Context: an optimization exercise on an open-source flow, tuned for small area and a short achievable clock period. The choices shown serve that exercise and are no tape-out recipe.
The RTL was checked by simulation tests, not by an equivalence proof against the original design.
Power figures rest on the tool's default switching activity, not on a simulated workload.

==> flow/design.v <==
module acc_step (
    input  wire [15:0] acc,
    input  wire [15:0] ps,
    input  wire [15:0] pc,
    input  wire        psg,
    input  wire        clr,
    output wire [15:0] nxt
);
    wire [15:0] sum = acc + ps + pc;
    wire ovf = (acc[15] == psg) & (sum[15] != acc[15]);
    assign nxt = clr ? 16'd0 : (ovf ? (acc[15] ? 16'h8000 : 16'h7FFF) : sum);
endmodule
module booth8_cs(input wire [7:0] a, input wire [7:0] b, output wire [15:0] s, output wire [15:0] c);
    wire [8:0] b9 = {b, 1'b0};
    wire one0 = b9[1] ^ b9[0];
    wire two0 = (b9[2] & ~b9[1] & ~b9[0]) | (~b9[2] & b9[1] & b9[0]);
    wire neg0 = b9[2] & ~(b9[1] & b9[0]);
    wire m0_0 = ((one0 & a[0]) | (two0 & 1'b0)) ^ neg0;
    wire m0_1 = ((one0 & a[1]) | (two0 & a[0])) ^ neg0;
    wire m0_2 = ((one0 & a[2]) | (two0 & a[1])) ^ neg0;
    wire m0_3 = ((one0 & a[3]) | (two0 & a[2])) ^ neg0;
    wire m0_4 = ((one0 & a[4]) | (two0 & a[3])) ^ neg0;
    wire m0_5 = ((one0 & a[5]) | (two0 & a[4])) ^ neg0;
    wire m0_6 = ((one0 & a[6]) | (two0 & a[5])) ^ neg0;
    wire m0_7 = ((one0 & a[7]) | (two0 & a[6])) ^ neg0;
    wire m0_8 = ((one0 & a[7]) | (two0 & a[7])) ^ neg0;
    wire m0_9 = ((one0 & a[7]) | (two0 & a[7])) ^ neg0;
    wire ns0 = ~m0_9;
    wire one1 = b9[3] ^ b9[2];
    wire two1 = (b9[4] & ~b9[3] & ~b9[2]) | (~b9[4] & b9[3] & b9[2]);
    wire neg1 = b9[4] & ~(b9[3] & b9[2]);
    wire m1_0 = ((one1 & a[0]) | (two1 & 1'b0)) ^ neg1;
    wire m1_1 = ((one1 & a[1]) | (two1 & a[0])) ^ neg1;
    wire m1_2 = ((one1 & a[2]) | (two1 & a[1])) ^ neg1;
    wire m1_3 = ((one1 & a[3]) | (two1 & a[2])) ^ neg1;
    wire m1_4 = ((one1 & a[4]) | (two1 & a[3])) ^ neg1;
    wire m1_5 = ((one1 & a[5]) | (two1 & a[4])) ^ neg1;
    wire m1_6 = ((one1 & a[6]) | (two1 & a[5])) ^ neg1;
    wire m1_7 = ((one1 & a[7]) | (two1 & a[6])) ^ neg1;
    wire m1_8 = ((one1 & a[7]) | (two1 & a[7])) ^ neg1;
    wire m1_9 = ((one1 & a[7]) | (two1 & a[7])) ^ neg1;
    wire ns1 = ~m1_9;
    wire one2 = b9[5] ^ b9[4];
    wire two2 = (b9[6] & ~b9[5] & ~b9[4]) | (~b9[6] & b9[5] & b9[4]);
    wire neg2 = b9[6] & ~(b9[5] & b9[4]);
    wire m2_0 = ((one2 & a[0]) | (two2 & 1'b0)) ^ neg2;
    wire m2_1 = ((one2 & a[1]) | (two2 & a[0])) ^ neg2;
    wire m2_2 = ((one2 & a[2]) | (two2 & a[1])) ^ neg2;
    wire m2_3 = ((one2 & a[3]) | (two2 & a[2])) ^ neg2;
    wire m2_4 = ((one2 & a[4]) | (two2 & a[3])) ^ neg2;
    wire m2_5 = ((one2 & a[5]) | (two2 & a[4])) ^ neg2;
    wire m2_6 = ((one2 & a[6]) | (two2 & a[5])) ^ neg2;
    wire m2_7 = ((one2 & a[7]) | (two2 & a[6])) ^ neg2;
    wire m2_8 = ((one2 & a[7]) | (two2 & a[7])) ^ neg2;
    wire m2_9 = ((one2 & a[7]) | (two2 & a[7])) ^ neg2;
    wire ns2 = ~m2_9;
    wire one3 = b9[7] ^ b9[6];
    wire two3 = (b9[8] & ~b9[7] & ~b9[6]) | (~b9[8] & b9[7] & b9[6]);
    wire neg3 = b9[8] & ~(b9[7] & b9[6]);
    wire m3_0 = ((one3 & a[0]) | (two3 & 1'b0)) ^ neg3;
    wire m3_1 = ((one3 & a[1]) | (two3 & a[0])) ^ neg3;
    wire m3_2 = ((one3 & a[2]) | (two3 & a[1])) ^ neg3;
    wire m3_3 = ((one3 & a[3]) | (two3 & a[2])) ^ neg3;
    wire m3_4 = ((one3 & a[4]) | (two3 & a[3])) ^ neg3;
    wire m3_5 = ((one3 & a[5]) | (two3 & a[4])) ^ neg3;
    wire m3_6 = ((one3 & a[6]) | (two3 & a[5])) ^ neg3;
    wire m3_7 = ((one3 & a[7]) | (two3 & a[6])) ^ neg3;
    wire m3_8 = ((one3 & a[7]) | (two3 & a[7])) ^ neg3;
    wire m3_9 = ((one3 & a[7]) | (two3 & a[7])) ^ neg3;
    wire ns3 = ~m3_9;
    wire ts1 = m0_6 ^ m1_4;
    wire tc2 = m0_6 & m1_4;
    wire ts3 = m0_7 ^ m1_5;
    wire tc4 = m0_7 & m1_5;
    wire ts5 = m0_8 ^ m1_6;
    wire tc6 = m0_8 & m1_6;
    wire ts7 = ns0 ^ m1_7 ^ m2_5;
    wire tc8 = (ns0 & m1_7) | (m2_5 & (ns0 ^ m1_7));
    wire ts9 = m1_8 ^ m2_6;
    wire tc10 = m1_8 & m2_6;
    wire ts11 = m0_4 ^ m1_2;
    wire tc12 = m0_4 & m1_2;
    wire ts13 = m0_5 ^ m1_3;
    wire tc14 = m0_5 & m1_3;
    wire ts15 = m2_2 ^ m3_0 ^ neg3;
    wire tc16 = (m2_2 & m3_0) | (neg3 & (m2_2 ^ m3_0));
    wire ts17 = m2_3 ^ m3_1 ^ tc2;
    wire tc18 = (m2_3 & m3_1) | (tc2 & (m2_3 ^ m3_1));
    wire ts19 = m2_4 ^ m3_2 ^ tc4;
    wire tc20 = (m2_4 & m3_2) | (tc4 & (m2_4 ^ m3_2));
    wire ts21 = m3_3 ^ 1'b1 ^ tc6;
    wire tc22 = (m3_3 & 1'b1) | (tc6 & (m3_3 ^ 1'b1));
    wire ts23 = m3_4 ^ 1'b1 ^ tc8;
    wire tc24 = (m3_4 & 1'b1) | (tc8 & (m3_4 ^ 1'b1));
    wire ts25 = ns1 ^ m2_7 ^ m3_5;
    wire tc26 = (ns1 & m2_7) | (m3_5 & (ns1 ^ m2_7));
    wire ts27 = m2_8 ^ m3_6;
    wire tc28 = m2_8 & m3_6;
    wire ts29 = m0_2 ^ m1_0;
    wire tc30 = m0_2 & m1_0;
    wire ts31 = m0_3 ^ m1_1;
    wire tc32 = m0_3 & m1_1;
    wire ts33 = m2_0 ^ neg2 ^ ts11;
    wire tc34 = (m2_0 & neg2) | (ts11 & (m2_0 ^ neg2));
    wire ts35 = m2_1 ^ tc12 ^ ts13;
    wire tc36 = (m2_1 & tc12) | (ts13 & (m2_1 ^ tc12));
    wire ts37 = ts1 ^ tc14 ^ ts15;
    wire tc38 = (ts1 & tc14) | (ts15 & (ts1 ^ tc14));
    wire ts39 = ts3 ^ tc16 ^ ts17;
    wire tc40 = (ts3 & tc16) | (ts17 & (ts3 ^ tc16));
    wire ts41 = ts5 ^ tc18 ^ ts19;
    wire tc42 = (ts5 & tc18) | (ts19 & (ts5 ^ tc18));
    wire ts43 = ts7 ^ tc20 ^ ts21;
    wire tc44 = (ts7 & tc20) | (ts21 & (ts7 ^ tc20));
    wire ts45 = ts9 ^ tc22 ^ ts23;
    wire tc46 = (ts9 & tc22) | (ts23 & (ts9 ^ tc22));
    wire ts47 = tc10 ^ tc24 ^ ts25;
    wire tc48 = (tc10 & tc24) | (ts25 & (tc10 ^ tc24));
    wire ts49 = 1'b1 ^ tc26 ^ ts27;
    wire tc50 = (1'b1 & tc26) | (ts27 & (1'b1 ^ tc26));
    wire ts51 = ns2 ^ m3_7 ^ tc28;
    wire tc52 = (ns2 & m3_7) | (tc28 & (ns2 ^ m3_7));
    wire ts53 = m3_8 ^ 1'b1;
    wire tc54 = m3_8 & 1'b1;
    assign s[0] = m0_0;
    assign c[0] = neg0;
    assign s[1] = m0_1;
    assign c[1] = 1'b0;
    assign s[2] = neg1;
    assign c[2] = ts29;
    assign s[3] = tc30;
    assign c[3] = ts31;
    assign s[4] = tc32;
    assign c[4] = ts33;
    assign s[5] = tc34;
    assign c[5] = ts35;
    assign s[6] = tc36;
    assign c[6] = ts37;
    assign s[7] = tc38;
    assign c[7] = ts39;
    assign s[8] = tc40;
    assign c[8] = ts41;
    assign s[9] = tc42;
    assign c[9] = ts43;
    assign s[10] = tc44;
    assign c[10] = ts45;
    assign s[11] = tc46;
    assign c[11] = ts47;
    assign s[12] = tc48;
    assign c[12] = ts49;
    assign s[13] = tc50;
    assign c[13] = ts51;
    assign s[14] = tc52;
    assign c[14] = ts53;
    assign s[15] = ns3;
    assign c[15] = tc54;
endmodule
module add16(input wire [15:0] x, input wire [15:0] y, output wire [15:0] z);
    wire [15:0] g0 = x & y;
    wire [15:0] p0 = x ^ y;
    wire g1_1 = g0[1] | (p0[1] & g0[0]);
    wire g1_3 = g0[3] | (p0[3] & g0[2]);
    wire p1_3 = p0[3] & p0[2];
    wire g1_5 = g0[5] | (p0[5] & g0[4]);
    wire p1_5 = p0[5] & p0[4];
    wire g1_7 = g0[7] | (p0[7] & g0[6]);
    wire p1_7 = p0[7] & p0[6];
    wire g1_9 = g0[9] | (p0[9] & g0[8]);
    wire p1_9 = p0[9] & p0[8];
    wire g1_11 = g0[11] | (p0[11] & g0[10]);
    wire p1_11 = p0[11] & p0[10];
    wire g1_13 = g0[13] | (p0[13] & g0[12]);
    wire p1_13 = p0[13] & p0[12];
    wire g1_15 = g0[15] | (p0[15] & g0[14]);
    wire p1_15 = p0[15] & p0[14];
    wire g2_2 = g0[2] | (p0[2] & g1_1);
    wire g2_3 = g1_3 | (p1_3 & g1_1);
    wire g2_6 = g0[6] | (p0[6] & g1_5);
    wire p2_6 = p0[6] & p1_5;
    wire g2_7 = g1_7 | (p1_7 & g1_5);
    wire p2_7 = p1_7 & p1_5;
    wire g2_10 = g0[10] | (p0[10] & g1_9);
    wire p2_10 = p0[10] & p1_9;
    wire g2_11 = g1_11 | (p1_11 & g1_9);
    wire p2_11 = p1_11 & p1_9;
    wire g2_14 = g0[14] | (p0[14] & g1_13);
    wire p2_14 = p0[14] & p1_13;
    wire g2_15 = g1_15 | (p1_15 & g1_13);
    wire p2_15 = p1_15 & p1_13;
    wire g3_4 = g0[4] | (p0[4] & g2_3);
    wire g3_5 = g1_5 | (p1_5 & g2_3);
    wire g3_6 = g2_6 | (p2_6 & g2_3);
    wire g3_7 = g2_7 | (p2_7 & g2_3);
    wire g3_12 = g0[12] | (p0[12] & g2_11);
    wire p3_12 = p0[12] & p2_11;
    wire g3_13 = g1_13 | (p1_13 & g2_11);
    wire p3_13 = p1_13 & p2_11;
    wire g3_14 = g2_14 | (p2_14 & g2_11);
    wire p3_14 = p2_14 & p2_11;
    wire g3_15 = g2_15 | (p2_15 & g2_11);
    wire p3_15 = p2_15 & p2_11;
    wire g4_8 = g0[8] | (p0[8] & g3_7);
    wire g4_9 = g1_9 | (p1_9 & g3_7);
    wire g4_10 = g2_10 | (p2_10 & g3_7);
    wire g4_11 = g2_11 | (p2_11 & g3_7);
    wire g4_12 = g3_12 | (p3_12 & g3_7);
    wire g4_13 = g3_13 | (p3_13 & g3_7);
    wire g4_14 = g3_14 | (p3_14 & g3_7);
    wire g4_15 = g3_15 | (p3_15 & g3_7);
    assign z[0] = p0[0];
    assign z[1] = p0[1] ^ g0[0];
    assign z[2] = p0[2] ^ g1_1;
    assign z[3] = p0[3] ^ g2_2;
    assign z[4] = p0[4] ^ g2_3;
    assign z[5] = p0[5] ^ g3_4;
    assign z[6] = p0[6] ^ g3_5;
    assign z[7] = p0[7] ^ g3_6;
    assign z[8] = p0[8] ^ g3_7;
    assign z[9] = p0[9] ^ g4_8;
    assign z[10] = p0[10] ^ g4_9;
    assign z[11] = p0[11] ^ g4_10;
    assign z[12] = p0[12] ^ g4_11;
    assign z[13] = p0[13] ^ g4_12;
    assign z[14] = p0[14] ^ g4_13;
    assign z[15] = p0[15] ^ g4_14;
endmodule
module npu_top(
    input  wire        CLKEXT,
    input  wire        RST_GLO,
    input  wire        EN_FSM,
    input  wire        EN_CONFIG,
    input  wire [7:0]  DA,
    input  wire [7:0]  DB,
    input  wire [7:0]  DC,
    input  wire [7:0]  DD,
    input  wire        RD_EN,
    input  wire        EN_PISO_DEB,
    input  wire        CLR_PISO_DEB,
    input  wire        SHIFT_DEB,
    input  wire        SEL_CON,
    output wire [7:0]  D_OUT,
    output wire        FULL,
    output wire        EMPTY
);
    wire RST = RST_GLO;
    reg [15:0] ssfr;
    always @(posedge CLKEXT)
        if (RST)            ssfr <= 16'h2280;
        else if (EN_CONFIG) ssfr <= {DA, DB};
    localparam IDLE = 3'd0, BIAS = 3'd1, ACC = 3'd2, LAST = 3'd3, WAIT = 3'd4;
    localparam O_IDLE = 3'd0, O_S1 = 3'd1, O_S2 = 3'd2, O_S3 = 3'd3, O_S4 = 3'd4, O_S5 = 3'd5;
    reg [15:0] counter;
    reg        ctr_out;
    reg [2:0]  state_acc, state_out;
    reg        out_done, acc_flag;
    reg        f_en_buf, f_clr_buf, f_en_mac, f_rst_mac, f_en_relu, f_clr_piso;
    reg        f_shift, f_en_piso, f_wr;
    always @(posedge CLKEXT) begin
        if (RST) begin
            counter <= {DB, DD};
            ctr_out <= 1'b0;
        end else begin
            ctr_out <= (counter == 16'd1);
            counter <= (counter == 16'd0) ? {DB, DD} : counter - 16'd1;
        end
    end
    always @(posedge CLKEXT) begin
        if (RST) begin
            f_shift <= 1'b0; f_en_piso <= 1'b0; f_wr <= 1'b0; out_done <= 1'b0;
            state_out <= O_IDLE;
        end else begin
            case (state_out)
                O_IDLE: begin
                    f_shift <= 1'b1; f_en_piso <= 1'b0; f_wr <= 1'b0; out_done <= 1'b0;
                    state_out <= f_en_relu ? O_S1 : O_IDLE;
                end
                O_S1: begin
                    f_shift <= 1'b0; f_en_piso <= 1'b1; f_wr <= 1'b0; out_done <= 1'b0;
                    state_out <= O_S2;
                end
                O_S2, O_S3, O_S4: begin
                    f_shift <= 1'b1; f_en_piso <= 1'b1; f_wr <= 1'b1; out_done <= 1'b0;
                    state_out <= state_out + 3'd1;
                end
                O_S5: begin
                    f_shift <= 1'b1; f_en_piso <= 1'b0; f_wr <= 1'b1; out_done <= 1'b1;
                    state_out <= O_IDLE;
                end
                default: begin
                    f_shift <= 1'b0; f_en_piso <= 1'b0; f_wr <= 1'b0; out_done <= 1'b0;
                    state_out <= O_IDLE;
                end
            endcase
        end
    end
    always @(posedge CLKEXT) begin
        if (RST) begin
            f_en_buf <= 1'b0; f_clr_buf <= 1'b1; f_en_mac <= 1'b0; f_rst_mac <= 1'b1;
            f_clr_piso <= 1'b1; f_en_relu <= 1'b0; acc_flag <= 1'b0;
            state_acc <= IDLE;
        end else begin
            case (state_acc)
                IDLE: begin
                    f_en_buf <= 1'b0; f_clr_buf <= 1'b1; f_en_mac <= 1'b0; f_rst_mac <= 1'b0;
                    f_clr_piso <= 1'b1; f_en_relu <= 1'b0; acc_flag <= 1'b0;
                    state_acc <= EN_FSM ? BIAS : IDLE;
                end
                BIAS: begin
                    f_en_buf <= 1'b0; f_clr_buf <= 1'b1; f_en_mac <= 1'b1; f_rst_mac <= 1'b1;
                    f_clr_piso <= 1'b0; f_en_relu <= acc_flag;
                    state_acc <= ACC;
                end
                ACC: begin
                    f_en_buf <= 1'b1; f_clr_buf <= 1'b0; f_en_mac <= 1'b1; f_rst_mac <= 1'b0;
                    f_clr_piso <= 1'b0; f_en_relu <= 1'b0; acc_flag <= 1'b1;
                    state_acc <= !ctr_out ? ACC : (EN_FSM ? BIAS : LAST);
                end
                LAST: begin
                    f_en_buf <= 1'b0; f_clr_buf <= 1'b0; f_en_mac <= 1'b1; f_rst_mac <= 1'b0;
                    f_clr_piso <= 1'b0; f_en_relu <= 1'b1;
                    state_acc <= WAIT;
                end
                WAIT: begin
                    f_en_buf <= 1'b0; f_clr_buf <= 1'b0; f_en_mac <= 1'b0; f_rst_mac <= 1'b0;
                    f_clr_piso <= 1'b0; f_en_relu <= 1'b0;
                    state_acc <= out_done ? IDLE : WAIT;
                end
                default: begin
                    f_en_buf <= 1'b0; f_clr_buf <= 1'b1; f_en_mac <= 1'b0; f_rst_mac <= 1'b1;
                    f_clr_piso <= 1'b1; f_en_relu <= 1'b0; acc_flag <= 1'b0;
                    state_acc <= IDLE;
                end
            endcase
        end
    end
    wire c_en_buf   = SEL_CON ? f_en_buf   : DC[7];
    wire c_clr_buf  = SEL_CON ? f_clr_buf  : DC[6];
    wire c_en_mac   = SEL_CON ? f_en_mac   : DC[5];
    wire c_rst_mac  = SEL_CON ? f_rst_mac  : DC[4];
    wire c_en_relu  = SEL_CON ? f_en_relu  : DC[3];
    wire c_shift    = SEL_CON ? f_shift    : DC[2];
    wire c_en_piso  = SEL_CON ? f_en_piso  : DC[1];
    wire c_clr_piso = SEL_CON ? f_clr_piso : DC[0];
    wire [8:0] con_hi = {c_en_buf, c_clr_buf, c_en_mac, c_rst_mac, c_en_relu,
                         c_shift, c_en_piso, c_clr_piso, f_wr};    
    reg [7:0] bA, bB, bC, bD;
    wire ld_buf = c_en_buf & ~c_clr_buf & ~RST;
    always @(posedge CLKEXT) begin
        bA <= ld_buf ? DA : 8'd0;
        bB <= ld_buf ? DB : 8'd0;
        bC <= ld_buf ? DC : 8'd0;
        bD <= ld_buf ? DD : 8'd0;
    end
    reg [15:0] dt_ssfr;
    reg [8:0]  dt_con;       
    reg [7:0]  dt_a, dt_b, dt_c, dt_d;
    reg        rst_d;
    always @(posedge CLKEXT) begin
        dt_ssfr <= ssfr;
        dt_con  <= con_hi;
        dt_a <= bA; dt_b <= bB; dt_c <= bC; dt_d <= bD;
        rst_d <= RST;
    end
    wire [15:0] s1, c1w, s2, c2w;
    booth8_cs MUL1 (.a(bA), .b(bB), .s(s1), .c(c1w));
    booth8_cs MUL2 (.a(bC), .b(bD), .s(s2), .c(c2w));
    wire sg1 = (bA[7] ^ bB[7]) & (|bA) & (|bB);
    wire sg2 = (bC[7] ^ bD[7]) & (|bC) & (|bD);
    reg [15:0] ps1, pc1, ps2, pc2;
    reg        psg1, psg2;
    reg [15:0] acc1_d, acc2_d;
    always @(posedge CLKEXT) begin
        ps1 <= c_en_mac ? s1 : 16'd0;
        pc1 <= c_en_mac ? c1w : 16'd0;
        ps2 <= c_en_mac ? s2 : 16'd0;
        pc2 <= c_en_mac ? c2w : 16'd0;
        psg1 <= c_en_mac & sg1;
        psg2 <= c_en_mac & sg2;
    end
    wire m_clr = dt_con[5] | rst_d;     
    wire [15:0] acc1_now, acc2_now;
    acc_step ACC1 (.acc(acc1_d), .ps(ps1), .pc(pc1), .psg(psg1), .clr(m_clr), .nxt(acc1_now));
    acc_step ACC2 (.acc(acc2_d), .ps(ps2), .pc(pc2), .psg(psg2), .clr(m_clr), .nxt(acc2_now));
    always @(posedge CLKEXT) begin
        acc1_d <= acc1_now;
        acc2_d <= acc2_now;
    end
    wire r_en = dt_con[4] & ~rst_d;     
    reg [15:0] largest;
    reg [7:0]  index, next_idx;
    wire g1 = r_en & ~(acc1_d[15] & ~dt_ssfr[12]);
    wire g2 = r_en & ~(acc2_d[15] & ~dt_ssfr[11]);
    wire [15:0] relu1 = g1 ? acc1_d : 16'd0;
    wire [15:0] relu2 = g2 ? acc2_d : 16'd0;
    wire a1_gt_l  = $signed(acc1_d) > $signed(largest);
    wire a2_gt_l  = $signed(acc2_d) > $signed(largest);
    wire a1_ge_a2 = $signed(acc1_d) >= $signed(acc2_d);
    wire r1_gt_l  = g1 ? a1_gt_l : largest[15];
    wire r2_gt_l  = g2 ? a2_gt_l : largest[15];
    wire r1_ge_r2 = g1 ? (g2 ? a1_ge_a2 : ~acc1_d[15])
                       : (g2 ? (acc2_d[15] | (acc2_d == 16'd0)) : 1'b1);
    wire c1 = r1_gt_l & r1_ge_r2;
    wire c2 = r2_gt_l;
    reg [15:0] largest_n;
    reg [7:0]  index_n, next_idx_n;
    always @* begin
        largest_n = largest; index_n = index; next_idx_n = next_idx;
        if (RST | ssfr[9]) begin
            largest_n = 16'h8000; index_n = 8'd0; next_idx_n = 8'd1;
        end else if (ssfr[10] & c_en_relu) begin
            if (c1) begin largest_n = relu1; index_n = next_idx; end
            else if (c2) begin largest_n = relu2; index_n = next_idx; end
            next_idx_n = next_idx + 8'd1;
        end
    end
    always @(posedge CLKEXT) begin
        largest <= largest_n; index <= index_n; next_idx <= next_idx_n;
    end
    reg [31:0] dt_out;
    reg [7:0]  po [0:3];
    reg [7:0]  po3_n;
    wire po_clr = c_clr_piso | RST;
    always @(posedge CLKEXT) dt_out <= {relu2, relu1};
    always @* begin
        if (po_clr)        po3_n = 8'd0;
        else if (!c_shift) po3_n = dt_out[31:24];
        else if (c_en_piso) po3_n = po[2];
        else               po3_n = po[3];
    end
    integer i;
    always @(posedge CLKEXT) begin
        if (po_clr) begin
            for (i = 0; i < 4; i = i + 1) po[i] <= 8'd0;
        end else if (!c_shift) begin
            for (i = 0; i < 4; i = i + 1) po[i] <= dt_out[8*i +: 8];
        end else if (c_en_piso) begin
            for (i = 3; i > 0; i = i - 1) po[i] <= po[i-1];
        end
    end
    wire [95:0] deb_in = {dt_ssfr, dt_con, 7'd0, acc2_d, acc1_d, dt_d, dt_c, dt_b, dt_a};
    reg  [7:0] pd [0:11];
    wire pd_clr   = CLR_PISO_DEB | RST;
    wire pd_load  = ~pd_clr & ~SHIFT_DEB;
    wire pd_shift = ~pd_clr & SHIFT_DEB & EN_PISO_DEB;
    wire pd_hold  = ~pd_clr & SHIFT_DEB & ~EN_PISO_DEB;
    reg  [7:0] pd_n [0:11];
    integer j;
    always @* begin
        pd_n[0] = ({8{pd_load}} & deb_in[7:0]) | ({8{pd_shift | pd_hold}} & pd[0]);
        for (j = 1; j < 12; j = j + 1)
            pd_n[j] = ({8{pd_load}} & deb_in[8*j +: 8]) | ({8{pd_shift}} & pd[j-1])
                    | ({8{pd_hold}} & pd[j]);
    end
    wire [7:0] pd11_n = pd_n[11];
    always @(posedge CLKEXT)
        for (j = 0; j < 12; j = j + 1) pd[j] <= pd_n[j];
    reg [7:0] mem [0:127];
    reg [6:0] wr_ptr, rp1;
    reg       full_r, empty_r;
    reg [7:0] rdata, head;
    wire wr = f_wr & ~full_r;
    wire rd = RD_EN & ~empty_r;
    wire one_left = (rp1 == wr_ptr);            
    wire [7:0] rdata_n = RST ? 8'd0 : (rd ? head : rdata);
    always @(posedge CLKEXT) begin
        if (wr) mem[wr_ptr] <= po[3];
    end
    always @(posedge CLKEXT) begin
        rdata <= rdata_n;
        if (rd) head <= (wr & one_left) ? po[3] : mem[rp1];
        else if (wr & empty_r) head <= po[3];
        if (RST) begin
            wr_ptr <= 7'd0; rp1 <= 7'd1; full_r <= 1'b0; empty_r <= 1'b1;
        end else begin
            if (wr) wr_ptr <= wr_ptr + 7'd1;
            if (rd) rp1 <= rp1 + 7'd1;
            full_r  <= (full_r & ~rd) | (wr & ~rd & (wr_ptr + 7'd2 == rp1));
            empty_r <= (empty_r & ~wr) | (rd & ~wr & one_left);
        end
    end
    wire [2:0] sel_n = RST ? 3'd1 : (EN_CONFIG ? DA[7:5] : ssfr[15:13]);
    reg  [7:0] dout_n;
    always @* begin
        case (sel_n)
            3'd0: dout_n = rdata_n;
            3'd1: dout_n = po3_n;
            3'd2: dout_n = index_n;
            3'd3: dout_n = largest_n[15:8];
            3'd4: dout_n = largest_n[7:0];
            3'd5: dout_n = pd11_n;
            default: dout_n = 8'd0;
        endcase
    end
    reg [7:0] dout;
    always @(posedge CLKEXT) dout <= dout_n;
    assign D_OUT = dout;
    assign FULL  = full_r;
    assign EMPTY = empty_r;
endmodule
==> flow/flow/run.sh <==
#!/bin/bash
set -euo pipefail
bash standard.sh SETUP_SLACK_MARGIN=6.75 finish > standard_flow.log 2>&1
==> flow/standard.sh <==
#!/bin/bash
# synth_recipe.tcl (not shown) runs the flow's synth.tcl, then flattens the netlist and writes it again
# the make line also repeats each setting of config.mk as NAME=value (left out here)
make -C /OpenROAD-flow-scripts/flow DESIGN_CONFIG=/design/flow/config.mk WORK_HOME=/design/flow/orfs CLKGATE_MAP_FILE= SYNTH_SCRIPT=/design/flow/synth_recipe.tcl "${@:-finish}"
==> flow/config.mk <==
export PLATFORM = sky130hd
export DESIGN_NAME = npu_top
export DESIGN_NICKNAME = npu_top
export VERILOG_FILES = /design/flow/design.v
export SDC_FILE = /design/flow/constraint.sdc
export NUM_CORES = 4
export LEC_CHECK = 0
export CAP_MARGIN = 20
export CORE_MARGIN = 2
export CORE_UTILIZATION = 65
export CTS_CLUSTER_DIAMETER = 60
export CTS_CLUSTER_SIZE = 30
export SLEW_MARGIN = 20
==> flow/constraint.sdc <==
create_clock -name core_clock -period 10.0 [get_ports {CLKEXT}]
set_input_delay 2.0000 -clock core_clock [delete_from_list [all_inputs] [get_ports {CLKEXT}]]
set_output_delay 2.0000 -clock core_clock [all_outputs]
set_load 0.01 [all_outputs]
==> results of run 1 <==
[worst max-delay path, delay by kind of cell, from the launching register on]
| family | cells | cell delay, ps |
|---|---|---|
| AOI/OAI and AO/OA | 6 | 1200 |
| adders and majority gates | 3 | 850 |
| buffers and inverters | 1 | 150 |
| DFF | 1 | 470 |
| and+or+nand+nor | 2 | 510 |
[repair_timing]
| item | CTS | global route |
|---|---|---|
| pin swaps | 29 | 39 |
| setup endpoints to repair | 306 | 138 |
| gates cloned | 14 | 7 |
| gates resized for setup | 252 | 94 |
| setup buffers | 65 | 27 |
[Yosys cell counts, types with 35 or more instances]
cell / instances / area [µm²]
a21oi_1: 140 / 700.7
a22oi_1: 55 / 412.9
and2_1: 70 / 437.9
buf_1: 48 / 180.2
clkbuf_1: 170 / 638.1
dfxtp_1: 465 / 9309
edfxtp_1: 1032 / 30990
fa_1: 54 / 1081
ha_1: 122 / 1526
inv_1: 94 / 352.8
mux2i_1: 157 / 1572
mux4_2: 336 / 7567
nand2_1: 241 / 904.6
nand3_1: 45 / 225.2
nor2_1: 300 / 1126
nor2b_1: 55 / 344.1
nor3_1: 35 / 175.2
o21ai_0: 121 / 605.6
xnor2_1: 74 / 648.1
xor2_1: 61 / 534.3
[layout make-up]
cell class | instances | area [µm²]
Fill cell | 5721 | 24390
Clock inverter | 83 | 1151
Clock buffer | 103 | 2545
Sequential cell | 1497 | 40500
Multi-Input combinational cell | 2137 | 20680
Timing Repair Buffer | 200 | 2281
Tap cell | 1254 | 1569
Inverter | 94 | 359.1
[sequential cells by signal, indices dropped and copies added (netlist names), 9 cells and up, named ones only]
name,count
pd,96
acc2_d,16
dt_out,32
dt_ssfr,16
counter,16
ssfr,16
acc1_d,16
po,32
mem,1024
pc1,15
dt_con,9
largest,16
pc2,15
ps2,15
ps1,15
[metal layers]
layer  up-vias  wire length, µm  global-route usage, %
met3       374            12110                  5.537
met5         -               13                      0
met1     17960            58840                  42.48
met4         2             7397                  13.55
met2      1633            76840                  52.59
li1      15170                -                      -
[power groups by stage]
stage                     Clock (W)  Combinational [W]  Sequential [W]
after global routing        0.00485           0.000710         0.00676
after global placement            0           0.000472         0.00690
after floorplan                   0           0.000356         0.00684
after CTS                   0.00464           0.000591         0.00676
after detailed placement          0           0.000492         0.00691
final                       0.00459           0.000658         0.00676
[cell families after synthesis]
logic type	after synthesis	share of synthesized area (%)
AOI/OAI and AO/OA	477	4.980
xor gates and xnor gates	135	1.923
adders and majority gates	176	4.241
buffers and inverters	323	2.019
DFF	1497	65.54
muxes	498	14.96
and+or+nand+nor	846	6.331
[final timing paths]
| path | startpoint | to | slack, ps | cells past startpoint |
|---|---|---|---|---|
| setup / recovery | acc2_d[1] | acc2_d[1] | 6750 | 12 |
| hold / removal | ssfr[3] | dt_ssfr[3] | 360 | 0 |
| hold reg to reg | ssfr[3] | dt_ssfr[3] | 360 | 0 |
| setup reg to reg | acc2_d[1] | acc2_d[1] | 6750 | 12 |
[stage by stage]
step | setup WS (ps) | power (W) | util, % | area, µm²
floorplan | 6250 | 0.007199 | - | 61740
global placement | 4908 | 0.007377 | 67.58 | 63170
detailed placement | 4840 | 0.007400 | 67.58 | 63170
CTS | 6699 | 0.01198 | 73.06 | 68290
global route | 6632 | 0.01232 | 73.91 | 69080
finish | 6748 | 0.01201 | 73.91 | 69080
==> results.rst, run 1 <==
.. list-table::
   :header-rows: 1

   * - Metric
     - Value
   * - P_leak
     - ~23 nW
   * - NumNets Final
     - between 4,000 and 5,000
   * - Pin count of the biggest net entering global routing
     - approximately 110
   * - Global-route congestion overflow total
     - 0
   * - Number of distinct library cells after synthesis
     - 71
   * - Number of routed nets with antenna violations
     - 0
   * - Global-route wire length before repair
     - 228,800 µm
   * - Die Footprint
     - 97,060 µm²
   * - Final Setup Violations
     - 0
   * - Routed WL
     - about 160,000 µm
   * - Max Buffers Root-to-Sink
     - 3
   * - Clock transition at path regs
     - 100 ps
   * - Switch Pwr
     - around 0.0030 W
   * - Number of synthesized flops with an enable pin
     - 1,032
   * - Final std cells w/o fill
     - 5,368
   * - DRC viols
     - 0
   * - Accumulated negative setup slack
     - 0 ps
   * - Final hold slack
     - 356.0 ps
   * - Vertical die dimension
     - 311.6 µm
   * - Slowest cell delay on critical path
     - 470 ps
   * - RSZ-0062 raised after global routing
     - yes
   * - Port buffer count
     - 50
   * - Via count
     - between 30,000 and 40,000
   * - Nets in the synthesized netlist
     - 4,169
   * - Crit share post-route
     - approximately 33%
   * - Register share of total power
     - between 50% and 60%
   * - Highest-count cells in the layout ignoring fill and taps
     - edfxtp_1 (1,032), dfxtp_1 (397), mux4_2 (336)
   * - IO Count
     - between 50 and 60
   * - Depth of the CTS H-tree
     - 3
   * - Starting Density
     - between 60% and 70%
   * - Global placement routability congestion
     - 0.9109
   * - Max Slew Vio Count
     - 0
   * - Placed wire-length estimate
     - about 95,000 µm
   * - #FFs+latches synth
     - about 1,500
   * - Final Hold Viols
     - 0
   * - Die width
     - around 310 µm
   * - Required arrival time at the worst endpoint
     - around 11,000 ps
   * - CP cell instances
     - ha_1 -> ha_4 -> fa_2 -> a211oi_4 -> o21ai_2 -> nand2_2 -> o2111ai_2 -> a2111o_1 -> o211a_4 -> or3_4 -> buf_12 -> a21oi_1
   * - Path class of the lowest-slack min-delay path
     - reg2reg
   * - CTS tree
     - done
   * - Antenna violations before repair
     - 2
   * - Number of vias per cell
     - 6.546
   * - Number of max-cap violations
     - 0
   * - Combined global-route utilization of all metal layers
     - between 30% and 40%
   * - Post-Syn Instances
     - between 3,000 and 4,000
   * - Wire per inst
     - 28.91 µm
   * - Run status
     - finished clean
   * - Final critical-path required period
     - between 3000 and 4000 ps
   * - CTS buffer count
     - 99
   * - Setup CP Type
     - reg2reg
   * - Most common library cell in the layout ignoring fill and taps
     - edfxtp_1
   * - Cell-internal power
     - approximately 0.0090 W
   * - Clock sink count
     - 1,497
   * - Transition time at the pin with the least slew margin
     - approximately 1100 ps
   * - Highest clock frequency the design can meet
     - 307.5 MHz
   * - Max_slew headroom
     - 25.09%
   * - Relative area change from synthesis to final layout
     - 12.36%
   * - Skew-Pair Late Insertion Delay
     - 720 ps
   * - Number of warnings reported in the yosys synthesis log
     - 4
   * - Core area
     - about 93,000 µm²
   * - Number of global-route vias before repair
     - around 35,000
   * - Count of placed standard cells including taps
     - slightly above 5,000
   * - Root buf cell
     - clkbuf_16
   * - Arrival time worst endpoint
     - slightly below 4000 ps
   * - Share of async-settable or async-resettable flops after synthesis
     - 0%
   * - Mapped cell area
     - around 60,000 µm²
   * - Count of routing violations after the opening detailed-route iteration
     - 3,989
   * - Average size of a mapped cell
     - between 15 and 20 µm²
   * - Switching portion of total power
     - between 20 and 25%
   * - Standard-cell rows
     - approximately 110
   * - Number of antenna cells inserted
     - 0
   * - Largest voltage drop on the vdd net
     - around 0.00022 V
   * - Critical path fanouts, max
     - 7
   * - Category of the worst setup path capture point
     - register
   * - Proportion of power drawn by combinational gates
     - around 5.5%
   * - Power per Cell Area
     - 173.8 nW/µm²
   * - Primary FF master, synth
     - edfxtp_1
   * - 1st-pass router iterations
     - 5
   * - Clock skew after layout
     - between 50 and 60 ps
   * - Type of element launching the critical path
     - register
   * - Fraction of layout cells with a size suffix above 1
     - a little over a fifth
   * - Sequential area share after synthesis
     - around 66%
   * - Hold buffer count at CTS
     - 0
   * - Share of power burned in the clock network
     - 38.2%
   * - Master of the slowest instance on the critical path
     - dfxtp_4
==> run 2: changes to the inputs <==
--- a/flow/config.mk
+++ b/flow/config.mk
@@ -6,8 +6,8 @@
 export NUM_CORES = 4
 export LEC_CHECK = 0
-export CAP_MARGIN = 20
+export CAP_MARGIN = 10
 export CORE_MARGIN = 2
 export CORE_UTILIZATION = 65
 export CTS_CLUSTER_DIAMETER = 60
 export CTS_CLUSTER_SIZE = 30
-export SLEW_MARGIN = 20
+export SLEW_MARGIN = 10
==> run 2 against run 1 <==
Still clean. Area after synthesis stayed put. Clock skew is 0.97 ps higher. Clock power hardly changed. Via count is 0.23% higher. Critical path depth is 3 higher. Routed wire length is 0.16% higher. Final cell count hardly changed. Non-clock buffer count is 2 lower. Combinational power hardly changed. Power hardly changed. Global-route usage stayed put. Largest power group unchanged.
==> results.rst, run 2 <==
.. list-table::
   :header-rows: 1

   * - Metric
     - Value
   * - Final Setup Violations
     - 0 (unchanged)
   * - Category of the worst setup path capture point
     - register
   * - Post-detailed-placement cell area
     - 63,170 µm² (unchanged)
   * - IO Count
     - 51 (unchanged)
   * - Mapped cell area
     - 61,480 µm² (unchanged)
   * - #FFs+latches synth
     - 1,497 (unchanged)
   * - Final critical-path required period
     - 3261 ps (+8.650 ps)
   * - Sequential area share after synthesis
     - 65.54% (unchanged)
   * - Vertical die dimension
     - 311.6 µm (unchanged)
   * - Clock transition at path regs
     - 100 ps (about the same)
   * - Via count
     - 35,220 (+0.23%)
   * - Relative area change from synthesis to final layout
     - 12.28% (about the same)
   * - Number of vias per cell
     - 6.562 (+0.25%)
   * - DRC viols
     - 0 (unchanged)
   * - Number of distinct library cells after synthesis
     - 71 (unchanged)
   * - Arrival time worst endpoint
     - 3840 ps (-40 ps)
   * - Number of warnings reported in the yosys synthesis log
     - 4 (unchanged)
   * - Die width
     - 311.6 µm (unchanged)
   * - Root buf cell
     - clkbuf_16
   * - Final cell utilization of the core
     - 73.86% (about the same)
   * - Global-route wire length before repair
     - 228,800 µm (unchanged)
   * - Port buffer count
     - 50 (unchanged)
   * - NumNets Final
     - 4,244 (-0.047%)
   * - Max Buffers Root-to-Sink
     - 3 (unchanged)
   * - Share of the synthesized area in compound gates (AO/OA/AOI/OAI)
     - 4.980% (unchanged)
   * - Combined global-route utilization of all metal layers
     - 31.92% (unchanged)
   * - Core area
     - 93,470 µm² (unchanged)
   * - Simple-Gate Fraction of Synth Area
     - 6.331% (unchanged)
   * - Pin count of the biggest net entering global routing
     - 108 (unchanged)
   * - Number of max-cap violations
     - 0 (unchanged)
   * - Power per Cell Area
     - 173.9 nW/µm² (about the same)
   * - Highest-count cells in the layout ignoring fill and taps
     - edfxtp_1 (1,032), dfxtp_1 (397), mux4_2 (336)
   * - Setup CP Type
     - reg2reg
   * - Highest clock frequency the design can meet
     - 306.7 MHz (-0.27%)
   * - Antenna violations before repair
     - 2 (unchanged)
   * - Accumulated negative setup slack
     - 0 ps (unchanged)
   * - Wire per inst
     - 28.97 µm (+0.18%)
   * - Routed WL
     - 155,500 µm (+0.16%)
   * - Run status
     - finished clean
   * - Required arrival time at the worst endpoint
     - 10,580 ps (-50 ps)
   * - Global-route congestion overflow total
     - 0 (unchanged)
   * - Most common library cell in the layout ignoring fill and taps
     - edfxtp_1
   * - Nets in the synthesized netlist
     - 4,169 (unchanged)
   * - Count of routing violations after the opening detailed-route iteration
     - 4,026 (+0.93%)
   * - Depth of the CTS H-tree
     - 3 (unchanged)
   * - Path class of the lowest-slack min-delay path
     - reg2reg
   * - Type of element launching the critical path
     - register
   * - Number of global-route vias before repair
     - 35,280 (unchanged)
   * - Fin area
     - 69,030 µm² (about the same)
   * - Share of async-settable or async-resettable flops after synthesis
     - 0% (unchanged)
   * - Transition time at the pin with the least slew margin
     - 1188 ps (+68.11 ps)
   * - RSZ-0062 raised after global routing
     - yes
   * - Global placement routability congestion
     - 0.9109 (unchanged)
   * - Post-synthesis share of cell area spent on full adders, half adders and majority gates
     - 4.241% (unchanged)
   * - Most used standard cell by instance count after synthesis
     - edfxtp_1
   * - P_leak
     - 23.28 nW (about the same)
   * - Register bank with the most flops
     - mem
   * - Max Slew Vio Count
     - 0 (unchanged)
   * - Largest voltage drop on the vdd net
     - 0.0002200 V (-0.15%)
   * - Number of routed nets with antenna violations
     - 0 (unchanged)
   * - Die Footprint
     - 97,060 µm² (unchanged)
   * - Synth top area cells
     - edfxtp_1 (50%), dfxtp_1 (15%), mux4_2 (12%), mux2i_1 (2.6%), ha_1 (2.5%)
   * - DP Worst Slack
     - 4840 ps (unchanged)
   * - Final Hold Viols
     - 0 (unchanged)
   * - Fraction of post-synthesis cell area in the top cell type by area
     - 50.40% (unchanged)
   * - Number of synthesized flops with an enable pin
     - 1,032 (unchanged)
   * - Smallest setup slack after layout
     - 6739 ps (-8.650 ps)
   * - CTS tree
     - done
   * - Largest regs
     - mem x1024, pd x96
   * - Main combinational cell family by area after synthesis
     - multiplexers
   * - Max_slew headroom
     - 20.83% (-4.3 points)
   * - Max FFs per register
     - 1,024 (unchanged)
   * - Crit share post-route
     - 32.61% (+0.087 points)
   * - Fraction of layout cells with a size suffix above 1
     - 21.69% (-0.062 points)
   * - Dominant cell type by area after synthesis
     - edfxtp_1
   * - Post-Syn Instances
     - 3,952 (unchanged)
   * - Average size of a mapped cell
     - 15.56 µm² (unchanged)
   * - Top cell types by occurrence after synthesis
     - edfxtp_1 (1,032), dfxtp_1 (465), mux4_2 (336)
   * - Xor/xnor cell area share of the yosys netlist
     - 1.923% (unchanged)
   * - Clock skew after layout
     - 58.60 ps (+0.9661 ps)
   * - Clock sink count
     - 1,497 (unchanged)
   * - CTS buffer count
     - 99 (unchanged)
   * - Critical path fanouts, max
     - 7 (unchanged)
   * - 1st-pass router iterations
     - 7 (+2)
   * - Skew-Pair Late Insertion Delay
     - 720 ps (about the same)
   * - Placed wire-length estimate
     - 94,650 µm (unchanged)
   * - Post-synthesis mux area share
     - 14.96% (unchanged)
   * - Standard-cell rows
     - 112 (unchanged)
   * - Primary FF master, synth
     - edfxtp_1
   * - Starting Density
     - 65.78% (unchanged)
-- run 2: cell types whose count changed in the layout (fill, tap and decap cells not counted) --
cell,delta
buf_16,-1
buf_12,-1
diode_2,+1
nor2_2,-1
nor2_1,+1
-- run 2: logic make-up (layout without fill, tap and decap cells) --
kind of cell | count (synthesis) | in the layout
AND/OR/NAND/NOR | 846 | 851
other | 0 | 1
buffers and inverters | 323 | 478
adder cells (fa/ha/maj) | 176 | 176
multiplexers | 498 | 498
AO/OA/AOI/OAI | 477 | 477
flip-flops | 1497 | 1497
XOR/XNOR | 135 | 135
-- run 2: metal layers --
layer  GRT usage [%]  routed length (µm)
met1           42.48               59180
met2           52.59               77340
met3           5.537               11940
met4           13.55                6992
met5               0                  13
-- run 2: where the power goes --
group	internal [W]	switching [W]	total (W)
registers	0.00664	0.000119	0.00676
clock network	0.00211	0.00248	0.00459
logic	0.000279	0.000379	0.000658
-- run 2: final cells by class --
| type | instances | area, µm² |
|---|---|---|
| Sequential cell | 1497 | 40500 |
| Multi-Input combinational cell | 2137 | 20680 |
| Clock inverter | 83 | 1151 |
| Tap cell | 1254 | 1569 |
| Timing Repair Buffer | 198 | 2233 |
| Inverter | 94 | 359.1 |
| Fill cell | 5712 | 24440 |
| Antenna cell | 1 | 2.502 |
| Clock buffer | 103 | 2545 |
-- run 2: worst paths after layout --
check / startpoint / to / slack (ps) / depth (start not counted)
setup reg to reg: acc2_d[4] / largest[11] / 6740 / 15
hold reg to reg: ssfr[3] / dt_ssfr[3] / 360 / 0
setup / recovery: acc2_d[4] / largest[11] / 6740 / 15
hold / removal: ssfr[3] / dt_ssfr[3] / 360 / 0
-- run 2: per-stage QoR --
| stage | hold slack [ps] | cells | total power, W |
|---|---|---|---|
| floorplan | 323.5 | 3952 | 0.007199 |
| global placement | 331.7 | 5067 | 0.007377 |
| detailed placement | 337.1 | 5067 | 0.007400 |
| CTS | 354.7 | 5332 | 0.01198 |
| global route | 358.9 | 5366 | 0.01232 |
| finish | 356.3 | 5367 | 0.01200 |
-- run 2: critical path, stage by stage (launching register included) --
cell and delay, ps:
dfxtp_4 380, buf_8 130, inv_2 70, ha_1 290, and4_1 210, nand4_1 130, o21ai_1 100, or4_1 480
o211ai_1 200, buf_4 170, nor2_2 60, buf_6 160, buf_12 140, a22oi_1 320, a2bb2oi_1 220, nor2_1 70
-- run 2: what timing repair did --
action / 4_1_cts / 5_1_grt
buffers inserted: 65 / 27
gates cloned: 14 / 7
pin swaps: 29 / 39
endpoints found under the setup margin: 306 / 138
hold buffers: 0 / 0
gates resized for setup: 252 / 94
==> run 3: changes to the inputs <==
--- a/flow/config.mk
+++ b/flow/config.mk
@@ -6,8 +6,9 @@
 export NUM_CORES = 4
 export LEC_CHECK = 0
-export CAP_MARGIN = 10
+export ABC_AREA = 1
+export CAP_MARGIN = 20
 export CORE_MARGIN = 2
 export CORE_UTILIZATION = 65
 export CTS_CLUSTER_DIAMETER = 60
 export CTS_CLUSTER_SIZE = 30
-export SLEW_MARGIN = 10
+export SLEW_MARGIN = 20
==> run 3 against run 2 <==
Combinational power increased by 8.2%. Largest cell class unchanged. Routed wire length up 12%. Critical path type is now reg2out. Largest power group unchanged. Fmax is 2.0% lower. Core utilization shrank 1.6 points. Non-clock buffer count fell by 51.
==> results.rst, run 3 <==
.. list-table::
   :header-rows: 1

   * - Metric
     - Value
   * - Antenna violations before repair
     - 5 (+3)
   * - Max Buffers Root-to-Sink
     - 3 (unchanged)
   * - Area occupied by multi-input gates
     - 19,940 µm² (-3.6%)
   * - Max_slew headroom
     - 27.40% (+6.6 points)
   * - Die width
     - 314.9 µm (+1.1%)
   * - Area of all sequential standard cells
     - 40,370 µm² (-0.32%)
   * - Category of the worst setup path capture point
     - output pin
   * - Die Footprint
     - 99,160 µm² (+2.2%)
   * - Slowest cell delay on critical path
     - 330 ps (-150 ps)
   * - Family with the most delay on the worst path
     - flip-flops
   * - Placed wire-length estimate
     - 104,100 µm (+9.9%)
   * - Vertical die dimension
     - 314.9 µm (+1.1%)
   * - Number of synthesized flops with an enable pin
     - 1,032 (unchanged)
   * - Hold buffer count at CTS
     - 0 (unchanged)
   * - CP cell instances
     - buf_4 -> buf_6
   * - Skew-Pair Late Insertion Delay
     - 750 ps (+30 ps)
   * - Arrival time worst endpoint
     - 1330 ps (-2510 ps)
   * - Combined global-route utilization of all metal layers
     - 34.57% (+2.7 points)
   * - Standard-cell rows
     - 114 (+1.8%)
   * - Transition time at the pin with the least slew margin
     - 1078 ps (-110.0 ps)
   * - Fillcell total
     - 6,946 (+22%)
   * - Post-Syn Instances
     - 5,948 (+51%)
   * - Final Setup Violations
     - 0 (unchanged)
   * - Final cell utilization of the core
     - 72.23% (-1.6 points)
   * - Top cell types by occurrence after synthesis
     - edfxtp_1 (1,032), nor2_1 (937), nand2_1 (827)
   * - Global placement routability congestion
     - 0.9239 (+1.4%)
   * - Port buffer count
     - 50 (unchanged)
   * - Count of routing violations after the opening detailed-route iteration
     - 5,872 (+46%)
   * - CTS buffer count
     - 110 (+11%)
   * - Clock transition at path regs
     - 110 ps (about the same)
   * - Synth top area cells
     - edfxtp_1 (49%), dfxtp_1 (15%), nor2_1 (5.6%), o21ai_0 (5.3%), nand2_1 (4.9%)
   * - Max Slew Vio Count
     - 0 (unchanged)
   * - Highest clock frequency the design can meet
     - 300.7 MHz (-2.0%)
   * - Most used standard cell by instance count after synthesis
     - edfxtp_1
   * - Core area
     - 96,280 µm² (+3.0%)
   * - Number of routed nets with antenna violations
     - 0 (unchanged)
   * - Clock sink count
     - 1,497 (unchanged)
   * - Mapped cell area
     - 62,830 µm² (+2.2%)
   * - Starting Density
     - 65.26% (-0.52 points)
   * - Final critical-path required period
     - 3326 ps (+64.93 ps)
   * - Nets in the synthesized netlist
     - 6,165 (+48%)
   * - Max FFs per register
     - 1,024 (unchanged)
   * - Accumulated negative setup slack
     - 0 ps (unchanged)
   * - Register bank with the most flops
     - mem
   * - Clock skew after layout
     - 59.68 ps (+1.072 ps)
   * - Global-route wire length before repair
     - 256,700 µm (+12%)
   * - Largest voltage drop on the vdd net
     - 0.0002066 V (-6.1%)
   * - Routed WL
     - 174,100 µm (+12%)
   * - Number of distinct library cells after synthesis
     - 53 (-25%)
   * - Wire per inst
     - 23.94 µm (-17%)
   * - Dominant cell type by area after synthesis
     - edfxtp_1
   * - Number of global-route vias before repair
     - 41,360 (+17%)
   * - Relative area change from synthesis to final layout
     - 10.69%
   * - RSZ-0062 raised after global routing
     - yes
   * - #FFs+latches synth
     - 1,497 (unchanged)
   * - Fraction of post-synthesis cell area in the top cell type by area
     - 49.32% (-1.1 points)
   * - Pin count of the biggest net entering global routing
     - 121 (+12%)
   * - IO Count
     - 51 (unchanged)
   * - Number of vias per cell
     - 6.167 (-6.0%)
   * - Path class of the lowest-slack min-delay path
     - reg2reg
   * - Number of max-cap violations
     - 0 (unchanged)
   * - Global-route congestion overflow total
     - 0 (unchanged)
   * - Depth of the CTS H-tree
     - 3 (unchanged)
   * - Setup CP Type
     - reg2out
   * - Fraction of layout cells with a size suffix above 1
     - 7.773% (-14 points)
   * - Share of async-settable or async-resettable flops after synthesis
     - 0% (unchanged)
   * - Largest regs
     - mem x1024, pd x96
   * - Highest-count cells in the layout ignoring fill and taps
     - edfxtp_1 (1,032), nor2_1 (917), nand2_1 (818)
   * - DRC viols
     - 0 (unchanged)
   * - Critical path fanouts, max
     - 2 (-5)
   * - Average size of a mapped cell
     - 10.56 µm² (-32%)
   * - Master of the slowest instance on the critical path
     - dfxtp_2
   * - Type of element launching the critical path
     - register
   * - Required arrival time at the worst endpoint
     - 8000 ps (-2580 ps)
   * - 1st-pass router iterations
     - 8 (+1)
   * - Final Hold Viols
     - 0 (unchanged)
   * - Crit share post-route
     - 33.26% (+0.65 points)
   * - Via count
     - 44,860 (+27%)
   * - Root buf cell
     - clkbuf_16
   * - P_leak
     - 25.74 nW (+11%)
   * - Number of warnings reported in the yosys synthesis log
     - 4 (unchanged)
   * - NumNets Final
     - 6,114 (+44%)
   * - Total buffers and inverters traversed by the critical path
     - 2 (-3)
   * - Most common library cell in the layout ignoring fill and taps
     - edfxtp_1
   * - Power per Cell Area
     - 181.5 nW/µm² (+4.4%)
   * - Run status
     - finished clean
   * - Sequential area share after synthesis
     - 64.14% (-1.4 points)
   * - CTS tree
     - done
   * - Primary FF master, synth
     - edfxtp_1
-- run 3: stage by stage --
step / power [W] / worst slack, ps / cells / cell area (µm²) / hold slack, ps
floorplan: 0.007342 / 6611 / 5948 / 62990 / 325.9
global placement: 0.007573 / 4428 / 7000 / 63980 / 331.4
detailed placement: 0.007585 / 4478 / 7000 / 63980 / 333.1
CTS: 0.01264 / 6706 / 7246 / 69190 / 350.7
global route: 0.01297 / 6565 / 7272 / 69540 / 358.7
finish: 0.01263 / 6675 / 7274 / 69550 / 354.3
-- run 3: final cells by class --
class | count | area share [%]
multi-input cells | 3744 | 28.67
clock buffers | 117 | 4.075
repair buffers | 147 | 2.364
diodes | 3 | 0.01079
repair inverters | 7 | 0.07376
well taps | 1276 | 2.296
clock inverters | 93 | 2.217
flip-flops and latches | 1497 | 58.05
inverters | 390 | 2.245
-- run 3: what timing repair did --
item,in CTS,in global routing
pin swaps,8,11
cloned,13,4
gates resized for setup,156,59
setup buffers,23,21
endpoints found under the setup margin,275,310
-- run 3: kinds of logic (layout without fill, tap and decap cells) --
kind of cell	count (synthesis)	in the layout	share of synthesized area, %
and+or+nand+nor	2080	2083	13.24
muxes	2	2	0.03584
DFF	1497	1497	64.14
adders and majority gates	176	176	4.150
other	0	3	0
xor gates and xnor gates	111	111	1.547
AOI/OAI and AO/OA	1370	1372	12.08
buffers and inverters	712	754	4.799
-- run 3: power by group --
group / leakage, nW / switching, W / internal, W
registers: 14.3 / 0.000134 / 0.00666
logic: 9.33 / 0.000462 / 0.000250
clock network: 2.09 / 0.00267 / 0.00245
-- run 3: routing by layer --
metal | vias up | track usage (%) | share of wire (%)
li1 | 20590 | - | -
met1 | 21570 | 49.78 | 40
met2 | 2341 | 53.74 | 46
met3 | 353 | 6.072 | 10
met4 | 4 | 11.62 | 3.5
met5 | - | 0 | 0.016
-- run 3: worst paths after layout --
path / slack (ps) / cells after the start / endpoint / start
worst max-delay path: 6670 / 2 / FULL / full_r
worst min-delay path: 350 / 0 / dt_ssfr[2] / ssfr[2]
worst max register to register: 6700 / 7 / mem[73][0] / full_r
worst min register to register: 350 / 0 / dt_ssfr[2] / ssfr[2]
==> run 4: changes to the inputs <==
--- a/flow/config.mk
+++ b/flow/config.mk
@@ -6,9 +6,8 @@
 export NUM_CORES = 4
 export LEC_CHECK = 0
-export ABC_AREA = 1
 export CAP_MARGIN = 20
 export CORE_MARGIN = 2
 export CORE_UTILIZATION = 65
-export CTS_CLUSTER_DIAMETER = 60
-export CTS_CLUSTER_SIZE = 30
+export CTS_CLUSTER_DIAMETER = 50
+export CTS_CLUSTER_SIZE = 24
 export SLEW_MARGIN = 20
==> run 4 against run 3 <==
Worst setup slack better by 68 ps. Critical path depth up 12. Clock skew down 26 ps. Critical path type is now reg2reg. Area after synthesis down 2.1%. Synthesized cell count down 34%. Cell area up 0.76%.
==> results.rst, run 4 <==
.. list-table::
   :header-rows: 1

   * - Metric
     - Value
   * - Flop2flop setup slack
     - 6740 ps (+40 ps)
   * - Max Slew Vio Count
     - 0 (unchanged)
   * - Wire per inst
     - 29.45 µm (+23%)
   * - Hold Path Sink
     - dt_ssfr[14]
   * - Startpoint of the most critical hold path
     - ssfr[14]
   * - Run status
     - finished clean
   * - Largest voltage drop on the vdd net
     - 0.0001593 V (-23%)
   * - Dominant cell type by area after synthesis
     - edfxtp_1
   * - Most used standard cell by instance count after synthesis
     - edfxtp_1
   * - CTS buffer count
     - 132 (+20%)
   * - Number of max-cap violations
     - 0 (unchanged)
   * - Pin count of the biggest net entering global routing
     - 108 (-11%)
   * - Final critical-path required period
     - 3258 ps (-67.97 ps)
   * - Setup CP Type
     - reg2reg
   * - Fraction of post-synthesis cell area in the top cell type by area
     - 50.40% (+1.1 points)
   * - Depth of the CTS H-tree
     - 4 (+1)
   * - Register bank with the most flops
     - mem
   * - Final Setup Violations
     - 0 (unchanged)
   * - Share of async-settable or async-resettable flops after synthesis
     - 0% (unchanged)
   * - Die width
     - 311.6 µm (-1.1%)
   * - Critical path fanouts, max
     - 5 (+3)
   * - CP cell instances
     - clkinvlp_4 -> fa_2 -> inv_2 -> ha_4 -> fa_2 -> a211oi_4 -> o21ai_2 -> nand2_2 -> o2111ai_2 -> a2111o_1 -> o211a_4 -> or3_4 -> buf_12 -> a21oi_1
   * - Fillcell total
     - 5,571 (-20%)
   * - Most common library cell in the layout ignoring fill and taps
     - edfxtp_1
   * - Highest-count cells in the layout ignoring fill and taps
     - edfxtp_1 (1,032), dfxtp_1 (398), mux4_2 (336)
   * - NumNets Final
     - 4,292 (-30%)
   * - Top cell types by occurrence after synthesis
     - edfxtp_1 (1,032), dfxtp_1 (465), mux4_2 (336)
   * - Count of placed standard cells including taps
     - 5,067 (-28%)
   * - Number of distinct library cells after synthesis
     - 71 (+34%)
   * - Port buffer count
     - 50 (unchanged)
   * - Type of element launching the critical path
     - register
   * - Core area
     - 93,470 µm² (-2.9%)
   * - Total buffers and inverters traversed by the critical path
     - 3 (+1)
   * - Most common cell type on the critical path
     - fa_2
   * - Relative area change from synthesis to final layout
     - 13.97%
   * - Transition time at the pin with the least slew margin
     - 1110 ps (+32.54 ps)
   * - Final Hold Viols
     - 0 (unchanged)
   * - Master of the slowest instance on the critical path
     - or3_4
   * - Vertical die dimension
     - 311.6 µm (-1.1%)
   * - Global placement routability congestion
     - 0.9109 (-1.4%)
   * - Slowest cell delay on critical path
     - 430 ps (+100 ps)
   * - Number of vias per cell
     - 6.590 (+6.8%)
   * - Largest regs
     - mem x1024, pd x96
   * - Clock sink count
     - 1,497 (unchanged)
   * - Crit share post-route
     - 32.58% (-0.68 points)
   * - Length of routed wiring on met1
     - 59,040 µm (-16%)
   * - Antenna violations before repair
     - 4 (-1)
   * - Fraction of layout cells with a size suffix above 1
     - 22.71% (+15 points)
   * - Routed WL
     - 160,200 µm (-8.0%)
   * - Number of global-route vias before repair
     - 36,030 (-13%)
   * - Root buf cell
     - clkbuf_16
   * - Global-route wire length before repair
     - 235,000 µm (-8.5%)
   * - Primary FF master, synth
     - edfxtp_1
   * - Number of warnings reported in the yosys synthesis log
     - 4 (unchanged)
   * - Launch point of the worst reg-to-reg path
     - acc2_d[0]
   * - Placed wire-length estimate
     - 94,650 µm (-9.0%)
   * - RSZ-0062 raised after global routing
     - yes
   * - Standard-cell rows
     - 112 (-1.8%)
   * - Max_slew headroom
     - 25.71% (-1.7 points)
   * - Origin of the worst setup path
     - acc2_d[0]
   * - Power per Cell Area
     - 181.9 nW/µm² (+0.21%)
   * - Sequential area share after synthesis
     - 65.54% (+1.4 points)
   * - Number of routed nets with antenna violations
     - 0 (unchanged)
   * - Nets in the synthesized netlist
     - 4,169 (-32%)
   * - Arrival time worst endpoint
     - 3920 ps (+2590 ps)
   * - Count of routing violations after the opening detailed-route iteration
     - 4,037 (-31%)
   * - 1st-pass router iterations
     - 6 (-2)
   * - Family with the most delay on the worst path
     - compound AO/OA/AOI/OAI gates
   * - Path class of the lowest-slack min-delay path
     - reg2reg
   * - Hold-critical path depth
     - 0 (unchanged)
   * - Global-route congestion overflow total
     - 0 (unchanged)
   * - Clock transition at path regs
     - 70 ps (-40 ps)
   * - Starting Density
     - 65.78% (+0.52 points)
   * - Via count
     - 35,850 (-20%)
   * - Category of the worst setup path capture point
     - register
   * - Detail Route met2 WL
     - 79,760 µm (-0.42%)
   * - #FFs+latches synth
     - 1,497 (unchanged)
   * - Register-to-Register Path Depth
     - 14 (+7)
   * - P_leak
     - 23.75 nW (-7.7%)
   * - Max Buffers Root-to-Sink
     - 3 (unchanged)
   * - Clock skew after layout
     - 34.00 ps (-25.67 ps)
   * - Die Footprint
     - 97,060 µm² (-2.1%)
   * - Combined global-route utilization of all metal layers
     - 32.96% (-1.6 points)
   * - Skew-Pair Late Insertion Delay
     - 770 ps (+20 ps)
   * - Highest clock frequency the design can meet
     - 307.0 MHz (+2.1%)
   * - Required arrival time at the worst endpoint
     - 10,660 ps (+2660 ps)
   * - DRC viols
     - 0 (unchanged)
   * - Number of synthesized flops with an enable pin
     - 1,032 (unchanged)
   * - Hold buffer count at CTS
     - 0 (unchanged)
   * - CTS tree
     - done
   * - Post-Syn Instances
     - 3,952 (-34%)
   * - Highest signal layer in the routed design
     - met5
   * - Final std cells w/o fill
     - 5,440 (-25%)
   * - Synth top area cells
     - edfxtp_1 (50%), dfxtp_1 (15%), mux4_2 (12%), mux2i_1 (2.6%), ha_1 (2.5%)
   * - Average size of a mapped cell
     - 15.56 µm² (+47%)
   * - Mapped cell area
     - 61,480 µm² (-2.1%)
   * - Max FFs per register
     - 1,024 (unchanged)
   * - Accumulated negative setup slack
     - 0 ps (unchanged)
   * - Met3 wire length
     - 13,630 µm (-22%)
   * - Destination of the worst register-to-register timing path
     - acc2_d[4]
   * - IO Count
     - 51 (unchanged)
-- run 4: layer usage --
metal	GRT usage, %	vias to the layer above
met5	0	-
met4	15.51	4
met2	53.81	1818
met3	6.422	416
li1	-	15280
met1	43.16	18330
-- run 4: repair_timing --
| action | CTS | global route |
|---|---|---|
| pin swaps | 36 | 45 |
| setup buffers | 73 | 35 |
| gates cloned | 14 | 6 |
| setup endpoints to repair | 300 | 117 |
| gates resized for setup | 256 | 97 |
-- run 4: worst max-delay path by stage --
| stage | endpoint | slack, ps | cells past startpoint |
|---|---|---|---|
| floorplan | dout[7] | 6250 | 10 |
| global route | acc2_d[12] | 6630 | 14 |
| detailed placement | dout[2] | 4840 | 10 |
| finish | acc2_d[4] | 6740 | 14 |
| global placement | dout[3] | 4910 | 10 |
| CTS | acc2_d[12] | 6700 | 14 |
-- run 4: through the flow --
stage	setup slack, ps	util [%]	total power (W)	hold WS (ps)	instance area, µm²
5_1_grt	6632	74.97	0.01307	351.8	70070
3_3_place_gp	4908	67.58	0.007377	331.7	63170
3_5_place_dp	4840	67.58	0.007400	337.1	63170
2_1_floorplan	6250	-	0.007199	323.5	61740
4_1_cts	6703	74.07	0.01270	341.1	69230
6_report	6742	74.97	0.01275	344.1	70070
-- run 4: worst reg2reg max path: stages (launching register included) --
cell and delay [ps]:
dfxtp_4 380, clkinvlp_4 160, fa_2 220, inv_2 40, ha_4 150, fa_2 380
a211oi_4 250, o21ai_2 100, nand2_2 90, o2111ai_2 130, a2111o_1 410, o211a_4 170
or3_4 440, buf_12 150, a21oi_1 120
-- run 4: power breakdown --
| part | switching [W] | total [W] | internal (W) |
|---|---|---|---|
| clock | 0.00246 | 0.00532 | 0.00286 |
| sequential | 0.000120 | 0.00676 | 0.00664 |
| combinational | 0.000383 | 0.000670 | 0.000287 |
| total | 0.00296 | 0.0127 | 0.00979 |
-- run 4: cell type report --
class | instances | area [µm²] | area share, %
diodes | 2 | 5.005 | 0.007142
inverters | 94 | 361.6 | 0.5160
multi-input cells | 2136 | 20720 | 29.57
flip-flops and latches | 1497 | 40500 | 57.79
repair buffers | 214 | 2359 | 3.366
clock buffers | 148 | 3491 | 4.982
well taps | 1254 | 1569 | 2.239
clock inverters | 95 | 1069 | 1.525
-- run 4: cell families (layout without fill, tap and decap cells) --
| kind of cell | Yosys count | in the layout | share of synthesized area [%] |
|---|---|---|---|
| DFF | 1497 | 1497 | 65.54 |
| and+or+nand+nor | 846 | 850 | 6.331 |
| muxes | 498 | 498 | 14.96 |
| AOI/OAI and AO/OA | 477 | 477 | 4.980 |
| buffers and inverters | 323 | 551 | 2.019 |
| adders and majority gates | 176 | 176 | 4.241 |
| xor gates and xnor gates | 135 | 135 | 1.923 |
| other | 0 | 2 | 0 |

==> what the ideal ports hide <==
Ports are ideal in the flow. The routed layouts listed here were re-timed in OpenROAD. Step 1: set_driving_cell puts a clkbuf_16 on CLKEXT and a buf_2 on each other input, an assumption about the parent block. Step 2 adds t to the input delays and takes it off the output delays; t is the mean of the earliest and latest rising clock arrival at the registers after step 1. Input paths then give back, and output paths get back, about the clock's delay inside the block. Slacks: ideal ports / drivers / drivers and shift; pairs: ideal ports / drivers.
run | shift t [ns] | setup WS [ns] | hold WS [ns] | pins driven straight from the clock port
run 1 | 0.772 | 6.748 / 6.721 / 6.020 | 0.356 / 0.356 / 0.356 | 1
run 2 | 0.772 | 6.739 / 6.721 / 5.988 | 0.356 / 0.356 / 0.356 | 1
run 3 | 0.795 | 6.674 / 6.600 / 5.994 | 0.354 / 0.354 / 0.354 | 1
run 4 | 0.824 | 6.742 / 6.678 / 5.901 | 0.344 / 0.344 / 0.344 | 1
After both steps setup and hold are still met in every run listed. For run 4, which loses most, drivers alone change the setup slack by -0.064 ns; drivers and shift together by -0.841 ns.
